Source: an optimization exercise on an open RTL-to-GDS flow (aim: small area, a short achievable clock period and few clock cycles). Production flows keep margins and buffers that such runs may drop. Function was checked by simulation only, so behaviour that the tests miss may differ from the original. Power and IR drop assume default switching activity.

--- flow/run.sh ---
#!/bin/bash
# synth_recipe.tcl (not shown) runs the flow's synth.tcl, then flattens the netlist and writes it again
# the make line also repeats each setting of config.mk as NAME=value (left out here)
make -C /OpenROAD-flow-scripts/flow DESIGN_CONFIG=/design/flow/config.mk WORK_HOME=/design/flow/orfs CLKGATE_MAP_FILE= SYNTH_SCRIPT=/design/flow/synth_recipe.tcl finish
--- flow/design.v ---
module gpu_block (
    input  wire         clk,
    input  wire         rst,
    input  wire         read_frame,
    input  wire         pixel_done,
    input  wire [2:0]   control_in,
    input  wire [7:0]   num_vertices_in,
    input  wire [23:0]  color_in,
    input  wire [767:0] vertices_in,
    output wire         computation_done,
    output wire         pixel_ready,
    output wire [23:0]  data_in,
    output wire [19:0]  address_in
);
    localparam S_IDLE  = 4'd0,
               S_START = 4'd1,
               S_VTX   = 4'd2,
               S_VTX2  = 4'd3,
               S_L1    = 4'd4,
               S_L2    = 4'd5,
               S_L3    = 4'd6,
               S_L4    = 4'd7,
               S_STEP  = 4'd8,
               S_FSTEP = 4'd9,
               S_FIN   = 4'd10;
    reg [3:0] state;
    reg       idle;            
    reg [175:0] vxs, vys;      
    reg [127:0] vcs;           
    reg [1:0]   v0c_hi;        
    reg         v1c_hi;        
    reg [23:0]  color;
    reg [2:0]   ctl;
    reg [4:0]   nv;
    integer k;
    always @(posedge clk) begin
        if (idle) begin
            for (k = 0; k < 16; k = k + 1) begin
                vcs[8*k +: 8]  <= vertices_in[752-48*k +: 8];
                vxs[11*k +: 11] <= vertices_in[736-48*k +: 11];
                vys[11*k +: 11] <= vertices_in[720-48*k +: 11];
            end
            v0c_hi <= vertices_in[761:760];
            v1c_hi <= vertices_in[712];
            color  <= color_in;
            ctl    <= control_in;
            nv     <= num_vertices_in[4:0];
        end
    end
    wire        lmode      = (ctl == 3'b001);
    wire        first_only = (ctl == 3'b011) || (ctl == 3'b100);
    wire [9:0]  f_xi = {v0c_hi, vcs[7:0]};
    wire [8:0]  f_yi = vxs[8:0];
    wire [9:0]  f_w  = vys[9:0];
    wire [8:0]  f_h  = {v1c_hi, vcs[15:8]};
    reg  [4:0]  i;             
    reg  [7:0]  rem;           
    reg  [3:0]  sel;           
    reg  [10:0] x1, y1;        
    wire [10:0] sx   = vxs[11*sel +: 11];
    wire [10:0] sy   = vys[11*sel +: 11];
    wire [7:0]  sc   = vcs[8*sel +: 8];
    wire [7:0]  jmask;
    genvar g;
    generate
        for (g = 0; g < 8; g = g + 1) begin : g_jm
            assign jmask[g] = (nv > g);
        end
    endgenerate
    function [2:0] lowbit;
        input [7:0] m;
        begin
            casez (m)
                8'b???????1: lowbit = 3'd0;
                8'b??????10: lowbit = 3'd1;
                8'b?????100: lowbit = 3'd2;
                8'b????1000: lowbit = 3'd3;
                8'b???10000: lowbit = 3'd4;
                8'b??100000: lowbit = 3'd5;
                8'b?1000000: lowbit = 3'd6;
                default:     lowbit = 3'd7;
            endcase
        end
    endfunction
    wire [2:0]  jnext    = lowbit(rem);
    wire [7:0]  rem_next = rem & ~(8'd1 << jnext);
    wire [4:0]  i_inc    = i + 5'd1;
    wire        last_i   = (i_inc == nv);
    reg  signed [11:0] lx, ly;     
    reg  signed [11:0] u;          
    reg  [10:0] k1;                
    reg  signed [11:0] k2;         
    reg  [10:0] r;                 
    reg  [10:0] tdx, tdy;          
    reg         negx, negy, zx, zy;
    reg         sm, s, minc, cand;
    wire [11:0] pdx = {1'b0, lx[10:0]} - {1'b0, x1};
    wire [11:0] ndx = {1'b0, x1} - {1'b0, lx[10:0]};
    wire [11:0] pdy = {1'b0, ly[10:0]} - {1'b0, y1};
    wire [11:0] ndy = {1'b0, y1} - {1'b0, ly[10:0]};
    wire [11:0] dxy = {1'b0, tdx} - {1'b0, tdy};
    wire [11:0] dyx = {1'b0, tdy} - {1'b0, tdx};
    wire        is_small = !dxy[11];
    wire        pos    = !zx && !zy && (negx == negy);
    wire [10:0] xmin   = negx ? lx[10:0] : x1;
    wire [10:0] xmax   = negx ? x1 : lx[10:0];
    wire [10:0] ymin   = negy ? ly[10:0] : y1;
    wire [10:0] ymax   = negy ? y1 : ly[10:0];
    wire [10:0] dmaj   = sm ? tdx : tdy;
    wire        c      = !u[11];
    wire signed [11:0] u_k1 = u + {1'b0, k1};
    wire signed [11:0] u_k2 = u + k2;
    wire signed [11:0] lx_inc = lx + 12'sd1;
    wire signed [11:0] ly_inc = ly + 12'sd1;
    wire signed [11:0] lx_min = s ? lx_inc : lx - 12'sd1;
    wire signed [11:0] ly_min = s ? ly_inc : ly - 12'sd1;
    reg  [9:0]  fx;
    reg  [8:0]  fy;
    wire [9:0]  fx1    = fx + 10'd1;
    wire        fvalid = (fx <= 10'd720) && (fy <= 9'd480);
    wire        lvalid = !lx[11] && !ly[11] && (lx <= 12'sd720) && (ly <= 12'sd480);
    wire        fterm  = cand && fvalid && (first_only || (fy == f_h));
    reg         out_valid;
    reg  [17:0] out_addr;
    wire        adv = !out_valid || pixel_done;
    wire [9:0]  ax = lmode ? lx[9:0] : fx;
    wire [8:0]  ay = lmode ? ly[8:0] : fy;
    wire [12:0] ahi = {ay, 4'b0} - {4'b0, ay} + {8'b0, ax[9:5]};
    wire [17:0] addr_calc = {ahi, ax[4:0]};
    always @(posedge clk or posedge rst) begin
        if (rst) begin
            out_valid <= 1'b0;
        end else if (adv) begin
            out_valid <= cand && (((state == S_STEP) && lvalid) ||
                                  ((state == S_FSTEP) && fvalid));
        end
    end
    always @(posedge clk) begin
        if (adv) out_addr <= addr_calc;
    end
    always @(posedge clk or posedge rst) begin
        if (rst) begin
            state <= S_IDLE;
            idle  <= 1'b1;
            cand  <= 1'b0;
            fx    <= 10'd0;
            fy    <= 9'd0;
        end else begin
            case (state)
                S_IDLE: if (read_frame) begin
                    state <= S_START;
                    idle  <= 1'b0;
                end
                S_START: begin
                    cand <= 1'b0;
                    if (lmode) begin
                        state <= (nv == 5'd0) ? S_FIN : S_VTX;
                    end else begin
                        if (ctl != 3'b100) begin
                            fx <= f_xi;
                            fy <= f_yi;
                        end
                        state <= S_FSTEP;
                    end
                end
                S_VTX: state <= S_VTX2;
                S_VTX2: begin
                    if (rem != 8'd0)  state <= S_L1;
                    else if (last_i)  state <= S_FIN;
                    else              state <= S_VTX;
                end
                S_L1: state <= S_L2;
                S_L2: state <= S_L3;
                S_L3: state <= S_L4;
                S_L4: state <= S_STEP;
                S_STEP: if (adv) begin
                    if (r != 11'd0) begin
                        cand <= 1'b1;
                    end else begin
                        cand <= 1'b0;
                        state <= S_VTX2;
                    end
                end
                S_FSTEP: if (adv) begin
                    if (fterm) begin
                        state <= S_FIN;
                    end else begin
                        cand <= 1'b1;
                        if (fx1 == f_w) begin
                            fx <= 10'd0;
                            fy <= fy + 9'd1;
                        end else begin
                            fx <= fx1;
                        end
                    end
                end
                S_FIN: if (adv) begin
                    state <= S_IDLE;
                    idle  <= 1'b1;
                end
                default: begin
                    state <= S_IDLE;
                    idle  <= 1'b1;
                end
            endcase
        end
    end
    always @(posedge clk) begin
        case (state)
            S_START: begin
                i   <= 5'd0;
                sel <= 4'd0;
            end
            S_VTX: begin
                x1  <= sx;
                y1  <= sy;
                rem <= sc & jmask;
            end
            S_VTX2: begin
                if (rem != 8'd0) begin
                    sel <= {1'b0, jnext};
                    rem <= rem_next;
                end else begin
                    i   <= i_inc;
                    sel <= i_inc[3:0];
                end
            end
            S_L1: begin
                lx   <= {1'b0, sx};
                ly   <= {1'b0, sy};
            end
            S_L2: begin
                negx <= pdx[11];
                negy <= pdy[11];
                tdx  <= pdx[11] ? ndx[10:0] : pdx[10:0];
                tdy  <= pdy[11] ? ndy[10:0] : pdy[10:0];
                zx   <= (lx[10:0] == x1);
                zy   <= (ly[10:0] == y1);
            end
            S_L3: begin
                sm   <= is_small;
                s    <= pos;
                minc <= is_small ? (tdx != 11'd0) : 1'b1;
                k1   <= is_small ? tdy : tdx;
                k2   <= is_small ? dyx : dxy;
                r    <= is_small ? ((tdx == 11'd0) ? 11'd1 : tdx) : tdy;
                lx   <= {1'b0, (is_small || pos) ? xmin : xmax};
                ly   <= {1'b0, (!is_small || pos) ? ymin : ymax};
            end
            S_L4: begin
                u    <= {1'b0, k1} - {2'b0, dmaj[10:1]} - {11'b0, dmaj[0]};
            end
            S_STEP: if (adv && (r != 11'd0)) begin
                r <= r - 11'd1;
                u <= c ? u_k2 : u_k1;
                if (sm) begin
                    if (minc) lx <= lx_inc;
                    if (c)    ly <= ly_min;
                end else begin
                    ly <= ly_inc;
                    if (c)    lx <= lx_min;
                end
            end
            default: ;
        endcase
    end
    assign computation_done = idle;
    assign pixel_ready      = out_valid;
    assign data_in          = color;
    assign address_in       = {2'b00, out_addr};
endmodule
--- flow/constraint.sdc ---
create_clock -name core_clock -period 9.5 [get_ports {clk}]
set_input_delay 1.9000 -clock core_clock [delete_from_list [all_inputs] [get_ports {clk}]]
set_output_delay 1.9000 -clock core_clock [all_outputs]
set_load 0.01 [all_outputs]
--- flow/config.mk ---
export PLATFORM = sky130hd
export DESIGN_NAME = gpu_block
export DESIGN_NICKNAME = gpu_block
export VERILOG_FILES = /design/flow/design.v
export SDC_FILE = /design/flow/constraint.sdc
export NUM_CORES = 4
export LEC_CHECK = 0
export CAP_MARGIN = 20
export CORE_MARGIN = 2
export CORE_UTILIZATION = 40
export PLACE_DENSITY = 0.6
export SLEW_MARGIN = 20
==> flow_metrics.py, run 1 <==
metrics = {
    "run_status": {
        "status": "finished clean",
    },
    "power": {
        "p_leak_nw": 15.4,
        "ir_worst_vdd_mv": 0.262,
        "p_int_mw": 9.00,
        "sw_frac_of_total_pct": 35.9,
        "p_switching_mw": 5.03,
        "p_comb_share_pct": 37.6,
        "pwr-share-clk_pct": 22.1,
        "power.density_mw_per_mm2": 328,
        "power_frac_seq_pct": 40.3,
    },
    "synth": {
        "yosys_warnings": 1,
        "syn_inst": 2252,
        "async_reset_ff_share_pct": 3.73,
        "synth_ff_type": "edfxtp_1",
        "synth-seq-cells": 697,
        "syn_area_mm2": 0.0333,
        "synth_cell_types": 82,
        "synth_edf_count": 671,
        "yosysSeqAreaShare_pct": 62.5,
        "synth.avg_cell_area_um2": 14.8,
    },
    "finish": {
        "multi_input_area_mm2": 0.0116,
        "layout-drive-gt1-share_pct": 11.1,
        "layout_common_cells": "edfxtp_1, clkdlybuf4s50_1, mux4_2, inv_1, ha_1",
        "final_common_cell": "edfxtp_1",
        "nNetsFinal": 3777,
        "final_core_util_pct": 52.0,
        "regArea_mm2": 0.0208,
        "n_fill_cell": 6808,
        "area_delta_synth_final_pct": 28.6,
    },
    "timing": {
        "finalClockSkew_ns": 0.0526,
        "tightest_slew_ns": 1.08,
        "rsz0062_at_grt": "no",
        "hold_viol": 0,
        "period_minus_slack_ns": 4.25,
        "fin_setup_tns_ns": 0,
        "fin_crit_sh_pct": 44.7,
        "slew_headroom_pct": 27.8,
        "max_clock_freq_mhz": 235,
        "setup_viol": 0,
        "holdWs_ns": 0.580,
        "slew_violations": 0,
    },
    "setup_path": {
        "start_kind": "flip-flop",
        "reg2reg_from": "ctl[2]$_DFFE_PP_",
        "path_delay_family": "flip-flops",
        "rr_worst_depth": 16,
        "timing.critical_path.from": "idle$_DFFE_PP1P_",
        "path_cells": "clkdlybuf4s50_1",
        "r2r_setup_slack_ns": 5.48,
        "cp-endpoint": "computation_done",
        "crit_cells": 1,
        "path_max_fanout": 40,
        "crit_buf_inv": 1,
        "critPathMaxStageDelay_ns": 1.04,
        "cp-end-kind": "output port",
        "r2r-end": "out_addr[16]$_DFFE_PP_",
        "worstPathArrival_ns": 2.35,
        "worstSetupPathType": "reg2out",
        "required_ns": 7.60,
        "slowest_stage": "dfstp_4",
    },
    "detailed_routing": {
        "first_pass_iters": 7,
        "routed_wl_um": 106000,
        "drt_iter0_drc": 1850,
        "vias": 21961,
        "drcViolationCount": 0,
        "post_drt_wl_per_cell_um": 26.7,
        "via_per_inst": 5.53,
        "final_antenna_net_count": 0,
    },
    "clock_tree": {
        "clkTransAtPathRegs_ns": 0.06,
        "cts_tree": "done",
        "root_buffer": "clkbuf_16",
        "numClockSinks": 697,
        "cts.repair.resized": 0,
        "post_cts_buffers": 0,
        "cts_buffer_depth": 3,
        "insertion_delay_ns": 0.67,
        "cts_buffers": 80,
        "cts-htree-levels": 3,
        "holdBufCountCts": 0,
    },
    "global_routing": {
        "grt_pass1_wl_um": 151000,
        "grt_start_max_net_pins": 184,
        "grt_pass1_vias": 22361,
        "track_usage_pct": 24.6,
        "overflow": 0,
        "antenna_found_initial": 43,
    },
    "place": {
        "portBuffers": 562,
        "hpwl_um": 81300,
        "gp_routability_congestion": 0.889,
    },
    "run": {
        "cap_viol_max_count": 0,
    },
    "floorplan": {
        "start_util_pct": 40.5,
        "rows": 105,
        "die_h_um": 292,
        "die_x_um": 292,
        "die_area_mm2": 0.0855,
        "pin_count": 853,
        "core_mm2": 0.0822,
    },
    "worst_hold_path": {
        "min_path_type": "reg2reg",
        "worstHoldPathCells": 2,
    },
}
synth_stat cells (all sizes together), types with 18 or more instances:
cell    instances  area share [%]
nand3          32            0.50
ha            135             5.1
a21oi          89             1.3
xnor2          72             1.9
nor3           37            0.56
nand2         113             1.3
nor2          138             1.6
a21o           21            0.47
edfxtp        671              61
dfrtp          25             1.9
mux2i          33            0.99
o21ai         129             1.9
mux4          149              10
clkbuf         65            0.74
xor2           50             1.3
a211oi         18            0.42
nand2b         21            0.39
nor2b          18            0.34
buf            32            0.46
inv           140             1.6
cell families (layout without fill, tap and decap cells):
group	count (synthesis)	count (layout)	synth area share [%]
muxes	190	190	11.3
AOI/OAI and AO/OA	409	409	7.79
and+or+nand+nor	448	448	6.53
adders and majority gates	147	147	5.80
buffers and inverters	238	871	2.79
DFF	697	697	62.5
other	1	20	0.0113
xor gates and xnor gates	122	122	3.21
power by group through the flow:
stage          Combinational (mW)  Sequential [mW]  Clock [mW]
3_5_place_dp                 5.30             5.69           0
3_3_place_gp                 5.19             5.66           0
6_report                     5.28             5.65        3.10
2_1_floorplan                3.41             5.78           0
5_1_grt                      5.78             5.74        3.27
4_1_cts                      5.32             5.65        3.16
worst min-delay path by stage:
stage / start / endpoint / slack (ns)
after global routing: vxs[8]$_DFFE_PP_ / fy[8]$_DFFE_PP0P_ / 0.61
after floorplan: vxs[6]$_DFFE_PP_ / fy[6]$_DFFE_PP0P_ / 0.45
after detailed placement: fx[1]$_DFFE_PP0P_ / fx[1]$_DFFE_PP0P_ / 0.57
after global placement: fx[1]$_DFFE_PP0P_ / fx[1]$_DFFE_PP0P_ / 0.54
final: vxs[8]$_DFFE_PP_ / fy[8]$_DFFE_PP0P_ / 0.58
after CTS: fx[1]$_DFFE_PP0P_ / fx[1]$_DFFE_PP0P_ / 0.58
layout make-up:
| class | count | area share (%) |
|---|---|---|
| sequential | 697 | 48.6 |
| multi-input combinational | 1318 | 27.1 |
| timing repair buffer | 585 | 13.6 |
| clock buffer | 102 | 5.02 |
| tap | 1070 | 3.13 |
| inverter | 141 | 1.24 |
| clock inverter | 43 | 1.13 |
| antenna | 18 | 0.105 |
flip-flops by register name, indices dropped and copies added, names as in the netlist, 2 cells and up:
| register | count |
|---|---|
| tdy | 11 |
| k2 | 12 |
| fx | 10 |
| u | 12 |
| sel | 4 |
| nv | 5 |
| vxs | 176 |
| y1 | 11 |
| v0c_hi | 2 |
| k1 | 11 |
| color | 24 |
| out_addr | 18 |
| r | 11 |
| x1 | 11 |
| state | 4 |
| i | 5 |
| ly | 12 |
| ctl | 3 |
| rem | 8 |
| vys | 176 |
| fy | 9 |
| tdx | 11 |
| vcs | 128 |
| lx | 12 |
per-stage QoR:
stage	area, um2	total power [mW]	std cells	setup WS [ns]
after floorplan	33300	9.18	2253	1.24
after global placement	40100	10.9	3811	5.08
after detailed placement	40100	11.0	3811	5.05
after CTS	42700	14.1	3956	5.18
after global routing	42700	14.8	3961	5.17
final	42800	14.0	3974	5.25
layer usage:
layer / GRT usage, % / wire [um] / share of wire [%]
met5: 0 / 186 / 0.18
met4: 7.20 / 3190 / 3.0
met3: 5.80 / 9140 / 8.6
met2: 39.9 / 50200 / 47
met1: 32.9 / 43400 / 41
Testbench counts, summed over its fixed seeds: cycles 149,243.
==> run 2: changes to the inputs <==
==> flow/flow/run.sh (new file) <==
#!/bin/bash
# Standard layout, but with the smallest plain buffer as every port's buffer
# instead of the delay-buffer cell buffer_ports picks by default.
set -euo pipefail
export BUFFER_PORTS_ARGS="-buffer_cell sky130_fd_sc_hd__buf_1"
bash standard.sh > standard.log 2>&1
==> flow/standard.sh (new file) <==
#!/bin/bash
# synth_recipe.tcl (not shown) runs the flow's synth.tcl, then flattens the netlist and writes it again
# the make line also repeats each setting of config.mk as NAME=value (left out here)
make -C /OpenROAD-flow-scripts/flow DESIGN_CONFIG=/design/flow/config.mk WORK_HOME=/design/flow/orfs CLKGATE_MAP_FILE= SYNTH_SCRIPT=/design/flow/synth_recipe.tcl "${@:-finish}"
removed: flow/run.sh
==> run 2 against run 1 <==
  * Global-route usage shrank 0.88 points
  * Sequential power is essentially flat
  * Largest cell class unchanged
  * Critical endpoint is now out_addr[16]$_DFFE_PP_
  * Highest routed layer unchanged
  * Still clean on timing, DRC and antenna
  * Critical path type is now reg2reg
  * Utilization shrank 4.2 points
  * Synthesized area is the same
  * Sequential cell count is the same
  * Design area shrank 8.0%
  * Combinational power shrank 5.1%
  * Cell count is essentially flat
  * Clock power is essentially flat
==> flow_metrics.py, run 2 <==
metrics = {
    "run_status": {
        "status": "finished clean",
    },
    "clock_tree": {
        "numClockSinks": 697,
        "cts_buffer_depth": 3,
        "holdBufCountCts": 0,
        "cts-htree-levels": 3,
        "cts_tree": "done",
        "insertion_delay_ns": 0.65,
        "cts.repair.resized": 0,
        "post_cts_buffers": 0,
        "clkTransAtPathRegs_ns": 0.06,
        "root_buffer": "clkbuf_16",
        "cts_buffers": 77,
    },
    "setup_path": {
        "r2r_setup_slack_ns": 5.38,
        "required_ns": 9.85,
        "path_max_fanout": 31,
        "cp-end-kind": "flip-flop",
        "worstSetupPathType": "reg2reg",
        "start_kind": "flip-flop",
        "worstPathArrival_ns": 4.47,
    },
    "timing": {
        "period_minus_slack_ns": 4.12,
        "fin_setup_tns_ns": 0,
        "max_clock_freq_mhz": 243,
        "fin_crit_sh_pct": 43.4,
        "slew_headroom_pct": 31.8,
        "setup_viol": 0,
        "finalClockSkew_ns": 0.0516,
        "slew_violations": 0,
        "rsz0062_at_grt": "no",
        "tightest_slew_ns": 1.02,
        "hold_viol": 0,
    },
    "synth": {
        "yosys.area.top_type": "edfxtp_1",
        "synthTopCellsByArea": "edfxtp_1, mux4_2, ha_1",
        "yosys_warnings": 1,
        "syn_area_mm2": 0.0333,
        "yosysSeqAreaShare_pct": 62.5,
        "synth_ff_type": "edfxtp_1",
        "synth_commonest_cells": "edfxtp_1, mux4_2, inv_1",
        "synth-seq-cells": 697,
        "synth.avg_cell_area_um2": 14.8,
        "async_reset_ff_share_pct": 3.73,
        "synth_edf_count": 671,
        "yosysMostFrequentCell": "edfxtp_1",
        "synth_cell_types": 82,
        "syn_inst": 2252,
        "yosysTopAreaCellShare_pct": 60.6,
    },
    "place": {
        "hpwl_um": 78600,
        "gp_routability_congestion": 0.926,
        "portBuffers": 562,
    },
    "finish": {
        "area_delta_synth_final_pct": 18.2,
        "layout-drive-gt1-share_pct": 11.5,
        "layout_common_cells": "edfxtp_1, buf_1, mux4_2, inv_1, ha_1",
        "n_fill_cell": 7204,
        "final_common_cell": "edfxtp_1",
        "multi_input_area_mm2": 0.0116,
        "nNetsFinal": 3777,
        "top_regs": "vxs: 176 flops, vys: 176 flops, vcs: 128 flops",
        "regArea_mm2": 0.0208,
    },
    "power": {
        "finalPower_mw": 13.8,
        "ir_worst_vdd_mv": 0.207,
        "power.density_mw_per_mm2": 351,
        "p_leak_nw": 14.0,
    },
    "floorplan": {
        "pin_count": 853,
        "rows": 105,
        "die_area_mm2": 0.0855,
        "die_h_um": 292,
        "die_x_um": 292,
        "start_util_pct": 40.5,
        "core_mm2": 0.0822,
    },
    "global_routing": {
        "antenna_found_initial": 40,
        "overflow": 0,
        "grt_start_max_net_pins": 213,
        "track_usage_pct": 23.7,
        "grt_pass1_wl_um": 147000,
        "grt_pass1_vias": 22047,
    },
    "detailed_routing": {
        "final_antenna_net_count": 0,
        "drcViolationCount": 0,
        "vias": 21829,
        "routed_wl_um": 102000,
        "post_drt_wl_per_cell_um": 25.7,
        "via_per_inst": 5.49,
        "drt_iter0_drc": 1979,
        "first_pass_iters": 8,
    },
    "run": {
        "cap_viol_max_count": 0,
    },
    "worst_hold_path": {
        "min_path_type": "reg2reg",
    },
}
==> run 2: cell counts after synthesis <==
No cell type changed its count.
==> run 2: final timing paths <==
| check | startpoint | endpoint | cells after the start |
|---|---|---|---|
| hold reg to reg | fx[1]$_DFFE_PP0P_ | fx[1]$_DFFE_PP0P_ | 2 |
| hold / removal | fx[1]$_DFFE_PP0P_ | fx[1]$_DFFE_PP0P_ | 2 |
| setup / recovery | ctl[2]$_DFFE_PP_ | out_addr[16]$_DFFE_PP_ | 16 |
| max in group asynchronous | rst | state[0]$_DFFE_PP0P_ | 2 |
| min in group asynchronous | rst | fy[3]$_DFFE_PP0P_ | 2 |
| setup reg to reg | ctl[2]$_DFFE_PP_ | out_addr[16]$_DFFE_PP_ | 16 |
==> run 2: critical path, stage by stage, from the launching register on <==
cell and delay, ns:
edfxtp_1 0.43, nor2_1 0.15, and2_1 0.14, buf_4 0.34, nand2_1 0.10, o21ai_0 0.25
ha_1 0.35, ha_1 0.22, fa_1 0.40, a21o_1 0.20, a21oi_1 0.24, o21bai_1 0.09
a21oi_1 0.23, o21ai_0 0.18, a21o_1 0.21, a21oi_1 0.19, xnor2_1 0.09
==> run 2: routing by layer <==
layer,routed length [um],GRT usage [%],vias up
met3,7770,5.71,166
met1,43400,32.3,10854
li1,-,-,9863
met2,48000,37.7,922
met5,152,0,-
met4,2890,7.12,24
==> run 2: final cells by class <==
| type | instances | share of cell area, % |
|---|---|---|
| well taps | 1070 | 3.40 |
| repair buffers | 588 | 6.00 |
| diodes | 16 | 0.102 |
| inverters | 141 | 1.35 |
| flip-flops and latches | 697 | 52.9 |
| multi-input cells | 1318 | 29.5 |
| clock buffers | 88 | 5.08 |
| clock inverters | 55 | 1.69 |
==> run 2: power by group <==
group          switching [mW]  internal (mW)  leakage (nW)
Combinational            2.90           2.12          5.80
Clock                    1.30           1.81          1.31
Sequential              0.820           4.86          6.84
Total                    5.02           8.79          14.0
==> run 2: cell families (layout without fill, tap and decap cells) <==
| group | after synthesis | after routing | synth area share (%) |
|---|---|---|---|
| AO/OA/AOI/OAI | 409 | 409 | 7.79 |
| XOR/XNOR | 122 | 122 | 3.21 |
| adder cells (fa/ha/maj) | 147 | 147 | 5.80 |
| buffers and inverters | 238 | 872 | 2.79 |
| flip-flops | 697 | 697 | 62.5 |
| multiplexers | 190 | 190 | 11.3 |
| other | 1 | 18 | 0.0113 |
| AND/OR/NAND/NOR | 448 | 448 | 6.53 |
==> run 2: metrics by stage <==
stage               worst slack [ns]  cell area [um2]  instances  hold WS (ns)  utilization (%)
finish                          5.38            39300       3973         0.564             47.8
global route                    5.22            39300       3964         0.585             47.8
CTS                             5.45            39300       3956         0.565             47.7
detailed placement              5.27            36600       3813         0.552             44.5
global placement                5.36            36600       3813         0.549             44.5
floorplan                       1.24            33300       2253         0.446                -
==> run 3: changes to the inputs <==
--- a/flow/design.v
+++ b/flow/design.v
@@ -25,12 +25,14 @@
                S_FIN   = 4'd10;
     reg [3:0] state;
     reg       idle;            
+    reg       cdone;           
     reg [175:0] vxs, vys;      
     reg [127:0] vcs;           
     reg [1:0]   v0c_hi;        
     reg         v1c_hi;        
     reg [23:0]  color;
     reg [2:0]   ctl;
+    reg         lmode, first_only, is_cont;
     reg [4:0]   nv;
     integer k;
     always @(posedge clk) begin
@@ -44,11 +46,12 @@
             v1c_hi <= vertices_in[712];
             color  <= color_in;
             ctl    <= control_in;
+            lmode  <= (control_in == 3'b001);
+            first_only <= (control_in == 3'b011) || (control_in == 3'b100);
+            is_cont <= (control_in == 3'b100);
             nv     <= num_vertices_in[4:0];
         end
     end
-    wire        lmode      = (ctl == 3'b001);
-    wire        first_only = (ctl == 3'b011) || (ctl == 3'b100);
     wire [9:0]  f_xi = {v0c_hi, vcs[7:0]};
     wire [8:0]  f_yi = vxs[8:0];
     wire [9:0]  f_w  = vys[9:0];
@@ -142,6 +145,7 @@
         if (rst) begin
             state <= S_IDLE;
             idle  <= 1'b1;
+            cdone <= 1'b1;
             cand  <= 1'b0;
             fx    <= 10'd0;
             fy    <= 9'd0;
@@ -150,13 +154,14 @@
                 S_IDLE: if (read_frame) begin
                     state <= S_START;
                     idle  <= 1'b0;
+                    cdone <= 1'b0;
                 end
                 S_START: begin
                     cand <= 1'b0;
                     if (lmode) begin
                         state <= (nv == 5'd0) ? S_FIN : S_VTX;
                     end else begin
-                        if (ctl != 3'b100) begin
+                        if (!is_cont) begin
                             fx <= f_xi;
                             fy <= f_yi;
                         end
@@ -197,10 +202,12 @@
                 S_FIN: if (adv) begin
                     state <= S_IDLE;
                     idle  <= 1'b1;
+                    cdone <= 1'b1;
                 end
                 default: begin
                     state <= S_IDLE;
                     idle  <= 1'b1;
+                    cdone <= 1'b1;
                 end
             endcase
         end
@@ -264,7 +271,7 @@
             default: ;
         endcase
     end
-    assign computation_done = idle;
+    assign computation_done = cdone;
     assign pixel_ready      = out_valid;
     assign data_in          = color;
     assign address_in       = {2'b00, out_addr};
--- a/flow/config.mk
+++ b/flow/config.mk
@@ -8,5 +8,6 @@
 export CAP_MARGIN = 20
 export CORE_MARGIN = 2
 export CORE_UTILIZATION = 40
+export CTS_BUF_LIST = sky130_fd_sc_hd__clkbuf_8
 export PLACE_DENSITY = 0.6
 export SLEW_MARGIN = 20
==> run 3 against run 2 <==
  * Setup slack better by 0.064 ns
  * Clock power is 18% lower
  * Clock-buffer cell count is 29 higher
  * Maximum frequency is 1.6% higher
  * Utilization is 0.63 points lower
  * Non-clock buffer count is 2 lower
  * Cell count is 1.6% higher
  * Wire length is 4.7% higher
  * Critical path type unchanged
  * Critical endpoint is now vys[58]$_DFFE_PP_
  * Largest cell class unchanged
==> flow_metrics.py, run 3 <==
metrics = {
    "synth": {
        "yosys_warnings": 1,
        "yosysSeqAreaShare_pct": 62.4,
        "synth_cell_types": 80,
        "synth_edf_count": 671,
        "yosys.area.top_type": "edfxtp_1",
        "synthTopCellsByArea": "edfxtp_1, mux4_2, ha_1",
        "synth_commonest_cells": "edfxtp_1, mux4_2, inv_1",
        "syn_area_mm2": 0.0333,
        "yosysTopAreaCellShare_pct": 60.4,
        "syn_inst": 2254,
        "yosysMostFrequentCell": "edfxtp_1",
        "synth-seq-cells": 697,
        "async_reset_ff_share_pct": 3.73,
        "synth.avg_cell_area_um2": 14.8,
        "synth_ff_type": "edfxtp_1",
    },
    "floorplan": {
        "pin_count": 853,
        "die_x_um": 293,
        "die_area_mm2": 0.0857,
        "core_mm2": 0.0822,
        "die_h_um": 293,
        "start_util_pct": 40.5,
        "rows": 105,
    },
    "finish": {
        "nNetsFinal": 3815,
        "n_fill_cell": 7334,
        "layout-drive-gt1-share_pct": 11.9,
        "layout_common_cells": "edfxtp_1, buf_1, inv_1, mux4_2, ha_1",
        "final_common_cell": "edfxtp_1",
        "regArea_mm2": 0.0208,
        "multi_input_area_mm2": 0.0116,
        "top_regs": "vxs: 176 flops, vys: 176 flops, vcs: 128 flops",
        "area_delta_synth_final_pct": 16.4,
    },
    "timing": {
        "finalClockSkew_ns": 0.0796,
        "tightest_slew_ns": 1.09,
        "slew_violations": 0,
        "max_clock_freq_mhz": 246,
        "rsz0062_at_grt": "no",
        "fin_setup_tns_ns": 0,
        "period_minus_slack_ns": 4.06,
        "slew_headroom_pct": 27.0,
        "holdWs_ns": 0.580,
        "fin_crit_sh_pct": 42.7,
        "hold_viol": 0,
        "setup_viol": 0,
    },
    "power": {
        "power_frac_seq_pct": 42.5,
        "p_int_mw": 8.22,
        "ir_worst_vdd_mv": 0.249,
        "p_leak_nw": 13.9,
        "pwr-share-clk_pct": 19.4,
        "power.density_mw_per_mm2": 341,
        "sw_frac_of_total_pct": 38.0,
        "p_comb_share_pct": 38.1,
        "p_switching_mw": 5.03,
    },
    "clock_tree": {
        "clkTransAtPathRegs_ns": 0.07,
        "insertion_delay_ns": 0.80,
        "cts_tree": "done",
        "cts-htree-levels": 3,
        "cts_buffer_depth": 3,
        "post_cts_buffers": 0,
        "holdBufCountCts": 0,
        "numClockSinks": 697,
        "cts_buffers": 117,
        "cts.repair.resized": 0,
        "root_buffer": "clkbuf_8",
    },
    "setup_path": {
        "path_delay_family": "buffers and inverters",
        "crit_buf_inv": 3,
        "path_cells": "buf_12 -> buf_4 -> buf_4",
        "r2r_setup_slack_ns": 5.44,
        "reg2reg_from": "cdone$_DFFE_PP1P_",
        "crit_top_cell": "buf_4",
        "worstSetupPathType": "reg2reg",
        "critPathMaxStageDelay_ns": 0.98,
        "required_ns": 9.85,
        "slowest_stage": "dfstp_4",
        "worstPathArrival_ns": 4.41,
        "path_max_fanout": 157,
        "r2r-end": "vys[58]$_DFFE_PP_",
        "rr_worst_depth": 3,
        "start_kind": "flip-flop",
        "cp-end-kind": "flip-flop",
    },
    "detailed_routing": {
        "drcViolationCount": 0,
        "first_pass_iters": 6,
        "final_antenna_net_count": 0,
        "routed_wl_um": 107000,
        "vias": 22524,
        "via_per_inst": 5.58,
        "post_drt_wl_per_cell_um": 26.5,
        "drt_iter0_drc": 2074,
    },
    "global_routing": {
        "grt_start_max_net_pins": 158,
        "overflow": 0,
        "antenna_found_initial": 36,
        "grt_pass1_wl_um": 153000,
        "grt_pass1_vias": 22535,
        "track_usage_pct": 24.8,
    },
    "place": {
        "hpwl_um": 82000,
        "portBuffers": 562,
        "gp_routability_congestion": 0.910,
    },
    "worst_hold_path": {
        "min_path_type": "reg2reg",
        "worstHoldPathCells": 2,
        "holdPathEnd": "fx[9]$_DFFE_PP0P_",
        "min-delay-start": "v0c_hi[1]$_DFFE_PP_",
    },
    "run": {
        "cap_viol_max_count": 0,
    },
    "run_status": {
        "status": "finished clean",
    },
}
[run 3: cell types whose count changed after synthesis, moves of 5 or more]
cell      change
a21oi_1      +24
buf_1         -6
inv_1         +5
mux2i_1       +7
nand2_1       +6
nand2b_1      -8
nor2_1       -30
o211ai_1     -13
o21ai_0       -8
o21bai_1      +6
xnor2_1      +15
xor2_1        -8
[run 3: routing by layer]
| metal | track usage, % | wire (um) |
|---|---|---|
| met1 | 36.2 | 47500 |
| met2 | 36.3 | 46500 |
| met3 | 7.11 | 10300 |
| met4 | 6.94 | 2650 |
| met5 | 0 | 147 |
[run 3: power by group through the flow]
stage / logic, mW / clock network [mW] / registers [mW]
6_report: 5.05 / 2.57 / 5.63
5_1_grt: 5.54 / 2.76 / 5.70
4_1_cts: 5.05 / 2.63 / 5.61
3_5_place_dp: 5.03 / 0 / 5.66
3_3_place_gp: 4.94 / 0 / 5.62
2_1_floorplan: 3.38 / 0 / 5.76
[run 3: how the worst max path moves through the flow]
stage / startpoint / endpoint / depth (start not counted) / slack (ns)
2_1_floorplan: cdone$_DFFE_PP1P_ / computation_done / 0 / 1.24
3_3_place_gp: pixel_done / ly[8]$_DFFE_PP_ / 7 / 5.10
3_5_place_dp: pixel_done / ly[8]$_DFFE_PP_ / 7 / 5.03
4_1_cts: cdone$_DFFE_PP1P_ / vys[58]$_DFFE_PP_ / 3 / 5.38
5_1_grt: cdone$_DFFE_PP1P_ / vxs[59]$_DFFE_PP_ / 3 / 5.17
6_report: cdone$_DFFE_PP1P_ / vys[58]$_DFFE_PP_ / 3 / 5.44
[run 3: per-stage QoR]
| stage | total power, mW | area [um2] | cells | setup WS [ns] | utilization [%] |
|---|---|---|---|---|---|
| finish | 13.2 | 38800 | 4037 | 5.44 | 47.2 |
| global route | 14.0 | 38800 | 4027 | 5.17 | 47.2 |
| detailed placement | 10.7 | 36600 | 3810 | 5.03 | 44.5 |
| global placement | 10.6 | 36600 | 3810 | 5.10 | 44.5 |
| floorplan | 9.14 | 33300 | 2255 | 1.24 | - |
| CTS | 13.3 | 38800 | 4019 | 5.38 | 47.1 |
[run 3: final cells by class]
cell class	instances	share of cell area, %
Sequential cell	697	53.6
Clock buffer	117	4.15
Tap cell	1070	3.45
Clock inverter	92	1.49
Multi-Input combinational cell	1312	29.8
Inverter	146	1.41
Timing Repair Buffer	586	5.96
Antenna cell	17	0.110
[run 3: worst register-to-register path, delay by kind of cell (launching register included)]
kind,cells,cell delay (ns)
buf+inv,3,2.56
flops,1,0.98
[run 3: cell families after synthesis]
family,share of synthesized area [%]
flip-flops,62.4
other,0.0112
multiplexers,11.3
adder cells (fa/ha/maj),5.82
AND/OR/NAND/NOR,5.74
XOR/XNOR,3.39
AO/OA/AOI/OAI,8.34
buffers and inverters,3.00
Testbench counts of run 3, summed over its fixed seeds: cycles 149,243.
==> run 4: changes to the inputs <==
==> flow/flow/run.sh (replaced) <==
#!/bin/bash
set -euo pipefail
export BUFFER_PORTS_ARGS="-buffer_cell sky130_fd_sc_hd__buf_1"
export SETUP_SLACK_MARGIN=6.0
bash standard.sh > standard.log 2>&1
--- a/flow/config.mk
+++ b/flow/config.mk
@@ -5,6 +5,7 @@
 export SDC_FILE = /design/flow/constraint.sdc
 export NUM_CORES = 4
 export LEC_CHECK = 0
+export ABC_CLOCK_PERIOD_IN_PS = 3500
 export CAP_MARGIN = 20
 export CORE_MARGIN = 2
 export CORE_UTILIZATION = 40
==> run 4 against run 3 <==
  * Hold slack improved by 0.028 ns
  * Cell count grew 0.77%
  * Highest routed layer unchanged
  * Clock-buffer cell count is 1 lower
  * Wire length grew 1.7%
  * Largest cell class unchanged
  * Sequential power about the same
  * Design area up 1.7%
  * Sequential cell count did not move
==> flow_metrics.py, run 4 <==
metrics = {
    "run_status": {
        "status": "finished clean",
    },
    "clock_tree": {
        "root_buffer": "clkbuf_8",
        "cts_tree": "done",
        "cts_buffer_depth": 3,
        "cts-htree-levels": 3,
        "holdBufCountCts": 0,
        "cts_buffers": 115,
        "insertion_delay_ns": 0.79,
        "numClockSinks": 697,
        "clkTransAtPathRegs_ns": 0.06,
    },
    "setup_path": {
        "path_cells": "buf_6",
        "slowest_stage": "dfstp_4",
        "required_ns": 7.60,
        "critPathMaxStageDelay_ns": 0.66,
        "path_max_fanout": 3,
        "worstSetupPathType": "reg2out",
        "start_kind": "flip-flop",
        "crit_buf_inv": 1,
        "worstPathArrival_ns": 1.58,
        "cp-end-kind": "output port",
        "path_delay_family": "flip-flops",
    },
    "timing": {
        "hold_viol": 0,
        "period_minus_slack_ns": 3.48,
        "slew_headroom_pct": 27.2,
        "fin_crit_sh_pct": 36.7,
        "tightest_slew_ns": 1.09,
        "finalClockSkew_ns": 0.0509,
        "setup_ws_ns": 6.02,
        "setup_viol": 0,
        "slew_violations": 0,
        "fin_setup_tns_ns": 0,
        "max_clock_freq_mhz": 287,
        "rsz0062_at_grt": "yes",
    },
    "finish": {
        "area_delta_synth_final_pct": 18.4,
        "layout_common_cells": "edfxtp_1, buf_1, inv_1, mux4_2, ha_1",
        "layout-drive-gt1-share_pct": 13.6,
        "final_common_cell": "edfxtp_1",
        "n_fill_cell": 7296,
        "top_regs": "vxs: 176 flops, vys: 176 flops, vcs: 128 flops",
        "nNetsFinal": 3839,
    },
    "detailed_routing": {
        "vias": 22489,
        "post_drt_wl_per_cell_um": 26.8,
        "first_pass_iters": 7,
        "drcViolationCount": 0,
        "routed_wl_um": 109000,
        "drt_iter0_drc": 2105,
        "via_per_inst": 5.53,
        "final_antenna_net_count": 0,
    },
    "synth": {
        "yosysTopAreaCellShare_pct": 60.4,
        "synthTopCellsByArea": "edfxtp_1, mux4_2, ha_1",
        "async_reset_ff_share_pct": 3.73,
        "synth_ff_type": "edfxtp_1",
        "syn_area_mm2": 0.0333,
        "yosys_warnings": 1,
        "yosys.area.top_type": "edfxtp_1",
        "yosysMostFrequentCell": "edfxtp_1",
        "synth_cell_types": 80,
        "syn_inst": 2254,
        "yosysSeqAreaShare_pct": 62.4,
        "synth_commonest_cells": "edfxtp_1, mux4_2, inv_1",
        "synth-seq-cells": 697,
        "synth.avg_cell_area_um2": 14.8,
        "synth_edf_count": 671,
    },
    "floorplan": {
        "die_x_um": 293,
        "die_h_um": 293,
        "die_area_mm2": 0.0857,
        "core_mm2": 0.0822,
        "start_util_pct": 40.5,
        "pin_count": 853,
        "rows": 105,
    },
    "global_routing": {
        "grt_pass1_vias": 22790,
        "antenna_found_initial": 36,
        "overflow": 0,
        "track_usage_pct": 25.0,
        "grt_start_max_net_pins": 193,
        "grt_pass1_wl_um": 154000,
    },
    "power": {
        "p_comb_share_pct": 38.4,
        "sw_frac_of_total_pct": 37.5,
        "p_int_mw": 8.57,
        "pwr-share-clk_pct": 20.7,
        "p_leak_nw": 14.2,
        "p_switching_mw": 5.14,
        "power.density_mw_per_mm2": 347,
        "ir_worst_vdd_mv": 0.338,
        "power_frac_seq_pct": 41.0,
    },
    "place": {
        "gp_routability_congestion": 0.946,
        "pre_cts_slack_ns": 5.38,
        "hpwl_um": 82100,
        "portBuffers": 562,
    },
    "worst_hold_path": {
        "min_path_type": "reg2reg",
    },
    "run": {
        "cap_viol_max_count": 0,
    },
}
==> run 4: worst paths after layout <==
kind                              startpoint                      to  slack, ns  depth (start not counted)
max in group asynchronous                rst       fx[6]$_DFFE_PP0P_       7.94                          2
max                        cdone$_DFFE_PP1P_        computation_done       6.02                          1
max reg2reg                  lmode$_DFFE_PP_  out_addr[16]$_DFFE_PN_       6.07                         15
min in group asynchronous                rst       fy[6]$_DFFE_PP0P_       1.16                          2
min reg2reg                fx[9]$_DFFE_PP0P_       fx[9]$_DFFE_PP0P_       0.61                          2
min                        fx[9]$_DFFE_PP0P_       fx[9]$_DFFE_PP0P_       0.61                          2
==> run 4: area by class of cell <==
cell class                      instances  area, um2  share of cell area [%]
Antenna cell                           15       37.5                  0.0951
Clock buffer                          116       1600                    4.04
Clock inverter                        100        851                    2.16
Inverter                              146        548                    1.39
Multi-Input combinational cell       1312      11700                    29.5
Sequential cell                       697      20800                    52.7
Tap cell                             1070       1340                    3.39
Timing Repair Buffer                  612       2630                    6.67
==> run 4: power by group through the flow <==
stage	Combinational, mW	Sequential, mW	Clock [mW]
3_3_place_gp	4.91	5.67	0
6_report	5.26	5.62	2.83
4_1_cts	5.15	5.61	2.89
5_1_grt	5.75	5.69	3.02
2_1_floorplan	3.38	5.62	0
3_5_place_dp	4.99	5.70	0
==> run 4: kinds of logic (layout without fill, tap and decap cells) <==
group,after synthesis,count (layout),synth area share (%)
flip-flops,697,697,62.4
AO/OA/AOI/OAI,439,439,8.34
AND/OR/NAND/NOR,401,401,5.74
buffers and inverters,246,974,3.00
multiplexers,193,193,11.3
adder cells (fa/ha/maj),148,148,5.82
XOR/XNOR,129,129,3.39
other,1,17,0.0112
==> run 4: through the flow <==
step           cells  utilization, %  power, mW  hold WS, ns  area, um2
2_1_floorplan   2255               -       9.00        0.522      33400
3_3_place_gp    3811            44.5       10.6        0.574      36600
3_5_place_dp    3811            44.5       10.7        0.587      36600
4_1_cts         4037            47.7       13.7        0.602      39200
5_1_grt         4061            48.0       14.5        0.653      39500
6_report        4068            48.0       13.7        0.608      39500
==> run 4: per-layer routing <==
| metal | global-route usage (%) | wire length, um | vias to the layer above | part of all wire (%) |
|---|---|---|---|---|
| met5 | 0 | 218 | - | 0.20 |
| met4 | 7.58 | 3480 | 32 | 3.2 |
| met3 | 8.26 | 10600 | 212 | 9.7 |
| met2 | 36.7 | 47300 | 1002 | 43 |
| met1 | 35.2 | 47300 | 11226 | 43 |
| li1 | - | - | 10017 | - |
==> run 4: worst register-to-register path: cells and delay by family (launching register included) <==
family / cells / cell delay, ns
compound gates: 7 / 1.22
fa+ha+maj: 3 / 0.83
buf+inv: 3 / 0.41
flops: 1 / 0.43
mux: 1 / 0.19
simple gates: 1 / 0.09
==> run 4: repair_timing <==
| item | 4_1_cts | 5_1_grt |
|---|---|---|
| gates resized for setup | 20 | 17 |
| pin swaps | 1 | 5 |
| endpoints found under the setup margin | 91 | 102 |
| gates cloned | 0 | 3 |
| buffers inserted | 10 | 13 |
==> run 5: changes to the inputs <==
--- a/flow/design.v
+++ b/flow/design.v
@@ -14,9 +14,7 @@
 );
     localparam S_IDLE  = 4'd0,
                S_START = 4'd1,
-               S_VTX   = 4'd2,
-               S_VTX2  = 4'd3,
-               S_L1    = 4'd4,
+               S_LWAIT = 4'd2,
                S_L2    = 4'd5,
                S_L3    = 4'd6,
                S_L4    = 4'd7,
@@ -26,8 +24,7 @@
     reg [3:0] state;
     reg       idle;            
     reg       cdone;           
-    reg [175:0] vxs, vys;      
-    reg [127:0] vcs;           
+    reg [29:0]  ring [0:15];
     reg [1:0]   v0c_hi;        
     reg         v1c_hi;        
     reg [23:0]  color;
@@ -36,12 +33,14 @@
     reg [4:0]   nv;
     integer k;
     always @(posedge clk) begin
+        for (k = 0; k < 16; k = k + 1) begin
+            if (idle)
+                ring[k] <= {vertices_in[752-48*k +: 8], vertices_in[736-48*k +: 11],
+                            vertices_in[720-48*k +: 11]};
+            else
+                ring[k] <= ring[(k+1) % 16];
+        end
         if (idle) begin
-            for (k = 0; k < 16; k = k + 1) begin
-                vcs[8*k +: 8]  <= vertices_in[752-48*k +: 8];
-                vxs[11*k +: 11] <= vertices_in[736-48*k +: 11];
-                vys[11*k +: 11] <= vertices_in[720-48*k +: 11];
-            end
             v0c_hi <= vertices_in[761:760];
             v1c_hi <= vertices_in[712];
             color  <= color_in;
@@ -52,17 +51,21 @@
             nv     <= num_vertices_in[4:0];
         end
     end
-    wire [9:0]  f_xi = {v0c_hi, vcs[7:0]};
-    wire [8:0]  f_yi = vxs[8:0];
-    wire [9:0]  f_w  = vys[9:0];
-    wire [8:0]  f_h  = {v1c_hi, vcs[15:8]};
+    wire [29:0] ring0 = ring[0];
+    wire [29:0] ring1 = ring[1];
+    wire [9:0]  f_xi = {v0c_hi, ring0[29:22]};
+    wire [8:0]  f_yi = ring0[19:11];
+    wire [9:0]  f_w_in = ring0[9:0];
+    wire [8:0]  f_h_in = {v1c_hi, ring1[29:22]};
     reg  [4:0]  i;             
     reg  [7:0]  rem;           
-    reg  [3:0]  sel;           
     reg  [10:0] x1, y1;        
-    wire [10:0] sx   = vxs[11*sel +: 11];
-    wire [10:0] sy   = vys[11*sel +: 11];
-    wire [7:0]  sc   = vcs[8*sel +: 8];
+    reg  [3:0]  tv;            
+    reg         havev;         
+    reg         havej;         
+    reg         fin_l;         
+    wire [29:0] tap15 = ring[15];
+    wire [29:0] tap7  = ring[7];
     wire [7:0]  jmask;
     genvar g;
     generate
@@ -89,6 +92,15 @@
     wire [7:0]  rem_next = rem & ~(8'd1 << jnext);
     wire [4:0]  i_inc    = i + 5'd1;
     wire        last_i   = (i_inc == nv);
+    wire [3:0]  want  = havev ? {1'b0, jnext} : i[3:0];
+    wire        avail = (tv[2:0] == want[2:0]);
+    wire [29:0] tap   = (tv[3] == want[3]) ? tap15 : tap7;
+    wire [10:0] sx    = tap[21:11];
+    wire [10:0] sy    = tap[10:0];
+    wire [7:0]  vtx_m = tap[29:22] & jmask;
+    wire        fe    = (state == S_LWAIT) || (state == S_STEP);
+    wire        fetch_v = fe && !havev && !havej && !fin_l && avail;
+    wire        fetch_j = fe && havev && !havej && avail;
     reg  signed [11:0] lx, ly;     
     reg  signed [11:0] u;          
     reg  [10:0] k1;                
@@ -97,10 +109,10 @@
     reg  [10:0] tdx, tdy;          
     reg         negx, negy, zx, zy;
     reg         sm, s, minc, cand;
-    wire [11:0] pdx = {1'b0, lx[10:0]} - {1'b0, x1};
-    wire [11:0] ndx = {1'b0, x1} - {1'b0, lx[10:0]};
-    wire [11:0] pdy = {1'b0, ly[10:0]} - {1'b0, y1};
-    wire [11:0] ndy = {1'b0, y1} - {1'b0, ly[10:0]};
+    wire [11:0] pdx = {1'b0, tdx} - {1'b0, x1};
+    wire [11:0] ndx = {1'b0, x1} - {1'b0, tdx};
+    wire [11:0] pdy = {1'b0, tdy} - {1'b0, y1};
+    wire [11:0] ndy = {1'b0, y1} - {1'b0, tdy};
     wire [11:0] dxy = {1'b0, tdx} - {1'b0, tdy};
     wire [11:0] dyx = {1'b0, tdy} - {1'b0, tdx};
     wire        is_small = !dxy[11];
@@ -122,6 +134,8 @@
     wire [9:0]  fx1    = fx + 10'd1;
     wire        fvalid = (fx <= 10'd720) && (fy <= 9'd480);
     wire        lvalid = !lx[11] && !ly[11] && (lx <= 12'sd720) && (ly <= 12'sd480);
+    wire [9:0]  f_w    = k1[9:0];
+    wire [8:0]  f_h    = r[8:0];
     wire        fterm  = cand && fvalid && (first_only || (fy == f_h));
     reg         out_valid;
     reg  [17:0] out_addr;
@@ -159,7 +173,7 @@
                 S_START: begin
                     cand <= 1'b0;
                     if (lmode) begin
-                        state <= (nv == 5'd0) ? S_FIN : S_VTX;
+                        state <= (nv == 5'd0) ? S_FIN : S_LWAIT;
                     end else begin
                         if (!is_cont) begin
                             fx <= f_xi;
@@ -168,13 +182,10 @@
                         state <= S_FSTEP;
                     end
                 end
-                S_VTX: state <= S_VTX2;
-                S_VTX2: begin
-                    if (rem != 8'd0)  state <= S_L1;
-                    else if (last_i)  state <= S_FIN;
-                    else              state <= S_VTX;
-                end
-                S_L1: state <= S_L2;
+                S_LWAIT: begin
+                    if (havej)       state <= S_L2;
+                    else if (fin_l)  state <= S_FIN;
+                end
                 S_L2: state <= S_L3;
                 S_L3: state <= S_L4;
                 S_L4: state <= S_STEP;
@@ -183,7 +194,9 @@
                         cand <= 1'b1;
                     end else begin
                         cand <= 1'b0;
-                        state <= S_VTX2;
+                        if (havej)       state <= S_L2;
+                        else if (fin_l)  state <= S_FIN;
+                        else             state <= S_LWAIT;
                     end
                 end
                 S_FSTEP: if (adv) begin
@@ -215,34 +228,16 @@
     always @(posedge clk) begin
         case (state)
             S_START: begin
-                i   <= 5'd0;
-                sel <= 4'd0;
-            end
-            S_VTX: begin
-                x1  <= sx;
-                y1  <= sy;
-                rem <= sc & jmask;
-            end
-            S_VTX2: begin
-                if (rem != 8'd0) begin
-                    sel <= {1'b0, jnext};
-                    rem <= rem_next;
-                end else begin
-                    i   <= i_inc;
-                    sel <= i_inc[3:0];
-                end
-            end
-            S_L1: begin
-                lx   <= {1'b0, sx};
-                ly   <= {1'b0, sy};
+                k1[9:0] <= f_w_in;
+                r[8:0]  <= f_h_in;
             end
             S_L2: begin
+                lx   <= {1'b0, tdx};
+                ly   <= {1'b0, tdy};
                 negx <= pdx[11];
                 negy <= pdy[11];
-                tdx  <= pdx[11] ? ndx[10:0] : pdx[10:0];
-                tdy  <= pdy[11] ? ndy[10:0] : pdy[10:0];
-                zx   <= (lx[10:0] == x1);
-                zy   <= (ly[10:0] == y1);
+                zx   <= (tdx == x1);
+                zy   <= (tdy == y1);
             end
             S_L3: begin
                 sm   <= is_small;
@@ -271,6 +266,36 @@
             default: ;
         endcase
     end
+    always @(posedge clk) begin
+        tv <= idle ? 4'd15 : tv + 4'd1;
+        if (state == S_START) begin
+            i     <= 5'd0;
+            havev <= 1'b0;
+            havej <= 1'b0;
+            fin_l <= 1'b0;
+        end else if (state == S_L2) begin
+            havej <= 1'b0;
+            tdx   <= pdx[11] ? ndx[10:0] : pdx[10:0];
+            tdy   <= pdy[11] ? ndy[10:0] : pdy[10:0];
+        end else if (fetch_v) begin
+            x1 <= sx;
+            y1 <= sy;
+            rem <= vtx_m;
+            if (vtx_m != 8'd0) havev <= 1'b1;
+            else if (last_i)   fin_l <= 1'b1;
+            else               i <= i_inc;
+        end else if (fetch_j) begin
+            tdx   <= sx;
+            tdy   <= sy;
+            rem   <= rem_next;
+            havej <= 1'b1;
+            if (rem_next == 8'd0) begin
+                havev <= 1'b0;
+                if (last_i) fin_l <= 1'b1;
+                else        i <= i_inc;
+            end
+        end
+    end
     assign computation_done = cdone;
     assign pixel_ready      = out_valid;
     assign data_in          = color;
==> run 5 against run 4 <==
  * Die area down 2.3%
  * Utilization down 0.41 points
  * Wire length fell by 5.9%
  * Sequential cell count up 3
  * Cell count is 14% higher
  * Hold slack worse by 0.19 ns
  * Setup slack gained 0.069 ns
  * Design area decreased by 2.9%
  * Critical path depth did not move
==> flow_metrics.py, run 5 <==
metrics = {
    "synth": {
        "yosysMostFrequentCell": "mux2_2",
        "synth_edf_count": 182,
        "syn_inst": 2897,
        "synth_top_family_by_area": "multiplexers",
        "synth.avg_cell_area_um2": 11.2,
        "synth.area.mux_share_pct": 19.6,
        "synth_compound_area_share_pct": 9.93,
        "synth_simple_gate_area_share_pct": 8.79,
        "yosysTopAreaCellShare_pct": 30.3,
        "yosys_warnings": 2,
        "async_reset_ff_share_pct": 3.71,
        "synth_cell_types": 95,
        "synth-seq-cells": 700,
        "yosysSeqAreaShare_pct": 49.1,
        "yosys.area.top_type": "dfxtp_1",
        "synthTopCellsByArea": "dfxtp_1, mux2_2, edfxtp_1",
        "synth_commonest_cells": "mux2_2, dfxtp_1, edfxtp_1",
        "synth_ff_type": "dfxtp_1",
        "synth_fa_ha_area_share_pct": 6.11,
        "syn_area_mm2": 0.0325,
        "synthXorXnorAreaFrac_pct": 3.16,
    },
    "worst_hold_path": {
        "min_path_type": "reg2reg",
        "min-delay-start": "ring[8][21]$_DFF_P_",
        "worstHoldPathCells": 1,
        "holdPathEnd": "ring[7][21]$_DFF_P_",
    },
    "timing": {
        "fin_setup_tns_ns": 0,
        "rsz0062_at_grt": "no",
        "setup_viol": 0,
        "hold_viol": 0,
        "slew_headroom_pct": 32.0,
        "setup_ws_ns": 6.09,
        "period_minus_slack_ns": 3.41,
        "slew_violations": 0,
        "fin_crit_sh_pct": 35.9,
        "tightest_slew_ns": 1.02,
        "max_clock_freq_mhz": 293,
        "finalClockSkew_ns": 0.0870,
    },
    "detailed_routing": {
        "final_antenna_net_count": 0,
        "vias": 24389,
        "routed_wl_um": 102000,
        "drt_iter0_drc": 1986,
        "drcViolationCount": 0,
        "first_pass_iters": 6,
        "post_drt_wl_per_cell_um": 22.1,
        "via_per_inst": 5.25,
    },
    "global_routing": {
        "grt_pass1_wl_um": 146000,
        "overflow": 0,
        "grt_pass1_vias": 22837,
        "grt.met1_usage_pct": 33.7,
        "track_usage_pct": 23.6,
        "top_usage_layer": "met1",
        "grtUsageMet3_pct": 7.02,
        "antenna_found_initial": 55,
        "use_met2_pct": 33.5,
        "grt_start_max_net_pins": 185,
    },
    "setup_path": {
        "start_kind": "flip-flop",
        "r2r-end": "u[10]$_DFFE_PP_",
        "worstSetupPathType": "reg2out",
        "path_max_fanout": 2,
        "path_delay_family": "flip-flops",
        "critPathMaxStageDelay_ns": 0.62,
        "rr_worst_depth": 12,
        "crit_buf_inv": 1,
        "required_ns": 7.60,
        "r2r_setup_slack_ns": 6.13,
        "cp-end-kind": "output port",
        "reg2reg_from": "sm$_DFFE_PP_",
        "slowest_stage": "dfstp_4",
        "worstPathArrival_ns": 1.51,
        "path_cells": "buf_4",
    },
    "finish": {
        "nNetsFinal": 4422,
        "top_regs": "ring: 480 flops, color: 24 flops, out_addr: 18 flops",
        "multi_input_area_mm2": 0.0156,
        "final_common_cell": "buf_1",
        "top_register": "ring",
        "layout_common_cells": "buf_1, mux2_2, dfxtp_1, edfxtp_1, inv_1",
        "area_delta_synth_final_pct": 17.8,
        "regArea_mm2": 0.0160,
        "n_fill_cell": 7543,
        "largest_reg_flops": 480,
        "layout-drive-gt1-share_pct": 22.0,
    },
    "power": {
        "ir_worst_vdd_mv": 0.242,
        "finalPower_mw": 12.3,
        "power.density_mw_per_mm2": 320,
        "p_leak_nw": 15.1,
    },
    "floorplan": {
        "core_mm2": 0.0805,
        "die_h_um": 289,
        "rows": 104,
        "pin_count": 853,
        "die_area_mm2": 0.0837,
        "die_x_um": 289,
        "start_util_pct": 40.4,
    },
    "clock_tree": {
        "insertion_delay_ns": 0.77,
        "cts_tree": "done",
        "numClockSinks": 700,
        "cts_buffer_depth": 3,
        "root_buffer": "clkbuf_8",
        "holdBufCountCts": 0,
        "cts-htree-levels": 3,
        "clkTransAtPathRegs_ns": 0.07,
        "cts_buffers": 116,
    },
    "place": {
        "pre_cts_slack_ns": 5.15,
        "gp_routability_congestion": 0.937,
        "hpwl_um": 79700,
        "portBuffers": 562,
    },
    "run": {
        "cap_viol_max_count": 0,
    },
    "run_status": {
        "status": "finished clean",
    },
}
[run 5: cell count changes after synthesis, sizes merged, moves of 22 or more]
cell	change
inv	-22
mux4	-146
mux2	+510
nand2	+37
dfxtp	+492
edfxtp	-489
clkbuf	+61
nor2	+39
xnor2	-23
[run 5: cell type report]
| type | count | area share [%] |
|---|---|---|
| Sequential cell | 700 | 41.7 |
| Timing Repair Buffer | 604 | 6.57 |
| Tap cell | 1060 | 3.46 |
| Antenna cell | 24 | 0.157 |
| Clock buffer | 134 | 4.81 |
| Inverter | 124 | 1.24 |
| Clock inverter | 80 | 1.40 |
| Multi-Input combinational cell | 1919 | 40.7 |
[run 5: layer usage]
layer	routed length (um)	share of wire, %	vias up
li1	-	-	11645
met1	46000	45	11544
met2	43200	42	1000
met3	10100	9.9	172
met4	2850	2.8	28
met5	195	0.19	-
[run 5: report_power, final]
group | internal, mW | switching (mW) | leakage, nW | total, mW
registers | 4.52 | 0.899 | 6.17 | 5.42
clock network | 1.43 | 1.26 | 1.39 | 2.70
logic | 2.14 | 2.02 | 7.57 | 4.16
[run 5: what timing repair did]
item                       CTS  global route
setup buffers               11            10
setup endpoints to repair  184           127
resized for setup           14            18
pin swaps                    0             1
[run 5: cell families (layout without fill, tap and decap cells)]
kind of cell,count (synthesis),after routing
AO/OA/AOI/OAI,505,505
AND/OR/NAND/NOR,573,573
XOR/XNOR,115,115
flip-flops,700,700
multiplexers,572,572
other,1,26
buffers and inverters,279,942
adder cells (fa/ha/maj),152,152
[run 5: how the worst max path moves through the flow]
stage | startpoint | endpoint | cells past startpoint
global placement | pixel_done | r[4]$_DFFE_PP_ | 5
CTS | cdone$_DFFE_PP1P_ | computation_done | 1
floorplan | pixel_done | ly[0]$_DFFE_PP_ | 6
detailed placement | pixel_done | r[4]$_DFFE_PP_ | 5
global route | rem[0]$_DFFE_PP_ | x1[0]$_DFFE_PP_ | 7
finish | cdone$_DFFE_PP1P_ | computation_done | 1
[run 5: per-stage QoR]
| stage | cells | cell area [um2] | hold slack, ns | util [%] |
|---|---|---|---|---|
| 2_1_floorplan | 2898 | 32600 | 0.433 | - |
| 3_3_place_gp | 4385 | 35600 | 0.435 | 44.2 |
| 3_5_place_dp | 4386 | 35600 | 0.440 | 44.2 |
| 4_1_cts | 4611 | 38100 | 0.434 | 47.3 |
| 5_1_grt | 4634 | 38300 | 0.452 | 47.6 |
| 6_report | 4645 | 38300 | 0.422 | 47.6 |
Testbench counts of run 5, summed over its fixed seeds: cycles 148,045.
==> run 6: changes to the inputs <==
--- a/flow/design.v
+++ b/flow/design.v
@@ -24,6 +24,7 @@
     reg [3:0] state;
     reg       idle;            
     reg       cdone;           
+    reg       ld;              
     reg [29:0]  ring [0:15];
     reg [1:0]   v0c_hi;        
     reg         v1c_hi;        
@@ -34,7 +35,7 @@
     integer k;
     always @(posedge clk) begin
         for (k = 0; k < 16; k = k + 1) begin
-            if (idle)
+            if (ld)
                 ring[k] <= {vertices_in[752-48*k +: 8], vertices_in[736-48*k +: 11],
                             vertices_in[720-48*k +: 11]};
             else
@@ -160,6 +161,7 @@
             state <= S_IDLE;
             idle  <= 1'b1;
             cdone <= 1'b1;
+            ld    <= 1'b1;
             cand  <= 1'b0;
             fx    <= 10'd0;
             fy    <= 9'd0;
@@ -169,11 +171,13 @@
                     state <= S_START;
                     idle  <= 1'b0;
                     cdone <= 1'b0;
+                    ld    <= 1'b0;
                 end
                 S_START: begin
                     cand <= 1'b0;
                     if (lmode) begin
                         state <= (nv == 5'd0) ? S_FIN : S_LWAIT;
+                        ld    <= (nv == 5'd0);
                     end else begin
                         if (!is_cont) begin
                             fx <= f_xi;
@@ -184,7 +188,10 @@
                 end
                 S_LWAIT: begin
                     if (havej)       state <= S_L2;
-                    else if (fin_l)  state <= S_FIN;
+                    else if (fin_l) begin
+                        state <= S_FIN;
+                        ld    <= 1'b1;
+                    end
                 end
                 S_L2: state <= S_L3;
                 S_L3: state <= S_L4;
@@ -195,13 +202,16 @@
                     end else begin
                         cand <= 1'b0;
                         if (havej)       state <= S_L2;
-                        else if (fin_l)  state <= S_FIN;
-                        else             state <= S_LWAIT;
+                        else if (fin_l) begin
+                            state <= S_FIN;
+                            ld    <= 1'b1;
+                        end else         state <= S_LWAIT;
                     end
                 end
                 S_FSTEP: if (adv) begin
                     if (fterm) begin
                         state <= S_FIN;
+                        ld    <= 1'b1;
                     end else begin
                         cand <= 1'b1;
                         if (fx1 == f_w) begin
@@ -221,6 +231,7 @@
                     state <= S_IDLE;
                     idle  <= 1'b1;
                     cdone <= 1'b1;
+                    ld    <= 1'b1;
                 end
             endcase
         end
==> flow/flow/run.sh (replaced) <==
#!/bin/bash
set -euo pipefail
export BUFFER_PORTS_ARGS="-buffer_cell sky130_fd_sc_hd__buf_1"
export SETUP_SLACK_MARGIN=6.3
bash standard.sh > standard.log 2>&1
==> run 6 against run 5 <==
  * Still clean on timing, DRC and antenna
  * Combinational power grew 3%
  * Utilization grew 1.2 points
  * Hold slack gained 0.0038 ns
  * Maximum frequency grew 1.5%
  * Die area shrank 1.8%
  * Non-clock buffer count grew 20
  * Register-to-register slack gained 0.24 ns
  * Sequential power grew 3%
  * First-iteration DRC count shrank 9.7%
  * Critical path depth is the same
  * Setup slack gained 0.052 ns
  * Sequential share of layout area shrank 0.14 points
  * Largest power group unchanged
  * Highest routed layer unchanged
==> flow_metrics.py, run 6 <==
metrics = {
    "clock_tree": {
        "cts-htree-levels": 3,
        "root_buffer": "clkbuf_8",
        "numClockSinks": 701,
        "cts_buffer_depth": 3,
        "cts_buffers": 119,
        "insertion_delay_ns": 0.79,
        "clkTransAtPathRegs_ns": 0.06,
    },
    "floorplan": {
        "die_x_um": 287,
        "die_h_um": 287,
        "rows": 103,
        "die_area_mm2": 0.0822,
        "pin_count": 853,
        "core_mm2": 0.0790,
        "start_util_pct": 40.5,
    },
    "power": {
        "p_leak_nw": 15.1,
        "p_int_mw": 8.37,
        "pwr-share-clk_pct": 22.7,
        "power_frac_seq_pct": 43.7,
        "sw_frac_of_total_pct": 34.4,
        "finalPower_mw": 12.8,
        "p_comb_share_pct": 33.7,
        "power.density_mw_per_mm2": 331,
    },
    "global_routing": {
        "grt_pass1_vias": 23399,
        "antenna_found_initial": 47,
        "grt_start_max_net_pins": 181,
        "grt_pass1_wl_um": 149000,
    },
    "run": {
        "cap_viol_max_count": 0,
    },
    "detailed_routing": {
        "post_drt_wl_per_cell_um": 22.9,
        "via_per_inst": 5.24,
        "routed_wl_um": 105000,
        "drcViolationCount": 0,
        "final_antenna_net_count": 0,
        "first_pass_iters": 5,
    },
    "timing": {
        "fin_setup_tns_ns": 0,
        "max_clock_freq_mhz": 297,
        "slew_headroom_pct": 30.6,
        "fin_crit_sh_pct": 35.4,
        "period_minus_slack_ns": 3.36,
        "hold_viol": 0,
        "setup_ws_ns": 6.14,
        "finalClockSkew_ns": 0.0853,
        "slew_violations": 0,
    },
    "finish": {
        "top_register": "ring",
        "n_fill_cell": 7391,
        "nNetsFinal": 4376,
        "top_regs": "ring: 480 flops, color: 24 flops, out_addr: 18 flops",
        "final_common_cell": "buf_1",
        "area_delta_synth_final_pct": 20.6,
        "layout-drive-gt1-share_pct": 25.0,
    },
    "setup_path": {
        "cp-end-kind": "output port",
        "required_ns": 7.60,
        "worstPathArrival_ns": 1.46,
        "reg2reg_from": "tdx[1]$_DFFE_PP_",
        "crit_buf_inv": 1,
        "path_cells": "buf_6",
        "start_kind": "flip-flop",
        "path_max_fanout": 2,
        "path_delay_family": "flip-flops",
        "worstSetupPathType": "reg2out",
    },
    "worst_hold_path": {
        "min_path_type": "reg2reg",
        "min-delay-start": "ring[1][18]$_DFF_P_",
    },
    "place": {
        "hpwl_um": 80000,
        "portBuffers": 562,
    },
    "run_status": {
        "status": "finished clean",
    },
    "synth": {
        "syn_area_mm2": 0.0320,
        "yosys.area.top_type": "dfxtp_1",
        "synth_commonest_cells": "mux2_2, dfxtp_1, edfxtp_1",
        "synth.avg_cell_area_um2": 11.4,
        "synthTopCellsByArea": "dfxtp_1, mux2_2, edfxtp_1",
        "yosysTopAreaCellShare_pct": 30.8,
        "synth_cell_types": 91,
    },
}
## run 6: kinds of logic after synthesis
kind of cell	synth area share, %
AO/OA/AOI/OAI	9.96
AND/OR/NAND/NOR	7.67
buffers and inverters	3.27
XOR/XNOR	3.56
other	0.0117
flip-flops	50.0
adder cells (fa/ha/maj)	6.15
multiplexers	19.3
## run 6: stage by stage
step | cell area, um2 | instances | utilization [%]
2_1_floorplan | 32000 | 2808 | -
3_3_place_gp | 35100 | 4298 | 44.4
3_5_place_dp | 35100 | 4298 | 44.4
4_1_cts | 38000 | 4540 | 48.1
5_1_grt | 38500 | 4567 | 48.8
6_report | 38500 | 4574 | 48.8
## run 6: timing repair
| item | 4_1_cts | 5_1_grt |
|---|---|---|
| pin swaps | 3 | 16 |
| gates cloned | 1 | 2 |
| gates resized for setup | 24 | 90 |
| setup endpoints to repair | 179 | 142 |
| setup buffers | 26 | 21 |
## run 6: final timing paths
| kind | end | slack (ns) | depth (start not counted) |
|---|---|---|---|
| worst max-delay path | computation_done | 6.14 | 1 |
| worst min-delay path | ring[0][18]$_DFF_P_ | 0.43 | 1 |
| worst max register to register | k2[10]$_DFFE_PP_ | 6.37 | 12 |
| worst min register to register | ring[0][18]$_DFF_P_ | 0.43 | 1 |
| max in group asynchronous | cdone$_DFFE_PP1P_ | 7.95 | 3 |
| min in group asynchronous | fy[8]$_DFFE_PP0P_ | 1.20 | 3 |
## run 6: final cells by class
| type | instances | area, um2 | share of cell area, % |
|---|---|---|---|
| clock buffer | 142 | 1950 | 5.07 |
| inverter | 134 | 507 | 1.31 |
| sequential | 701 | 16000 | 41.5 |
| multi-input combinational | 1839 | 15300 | 39.7 |
| timing repair buffer | 624 | 2790 | 7.24 |
| clock inverter | 73 | 627 | 1.63 |
| tap | 1050 | 1310 | 3.41 |
| antenna | 11 | 27.5 | 0.0714 |
## run 6: power by group through the flow
stage                     Clock (mW)  Combinational, mW  Sequential (mW)
after floorplan                    0               3.25             4.97
after global placement             0               3.92             5.63
after detailed placement           0               3.96             5.64
after CTS                       2.95               4.09             5.58
after global routing            3.09               4.70             5.70
final                           2.89               4.29             5.57
## run 6: routing by layer
metal  part of all wire (%)  global-route usage, %  wire, um  vias to the layer above
met2                     42                   35.8     43700                     1034
met3                     11                   8.57     11600                      185
met5                   0.19                      0       201                        -
met4                    2.2                   6.19      2290                       30
met1                     45                   34.6     47000                    11397
li1                       -                      -         -                    11328
Testbench counts of run 6, summed over its fixed seeds: cycles 148,045.
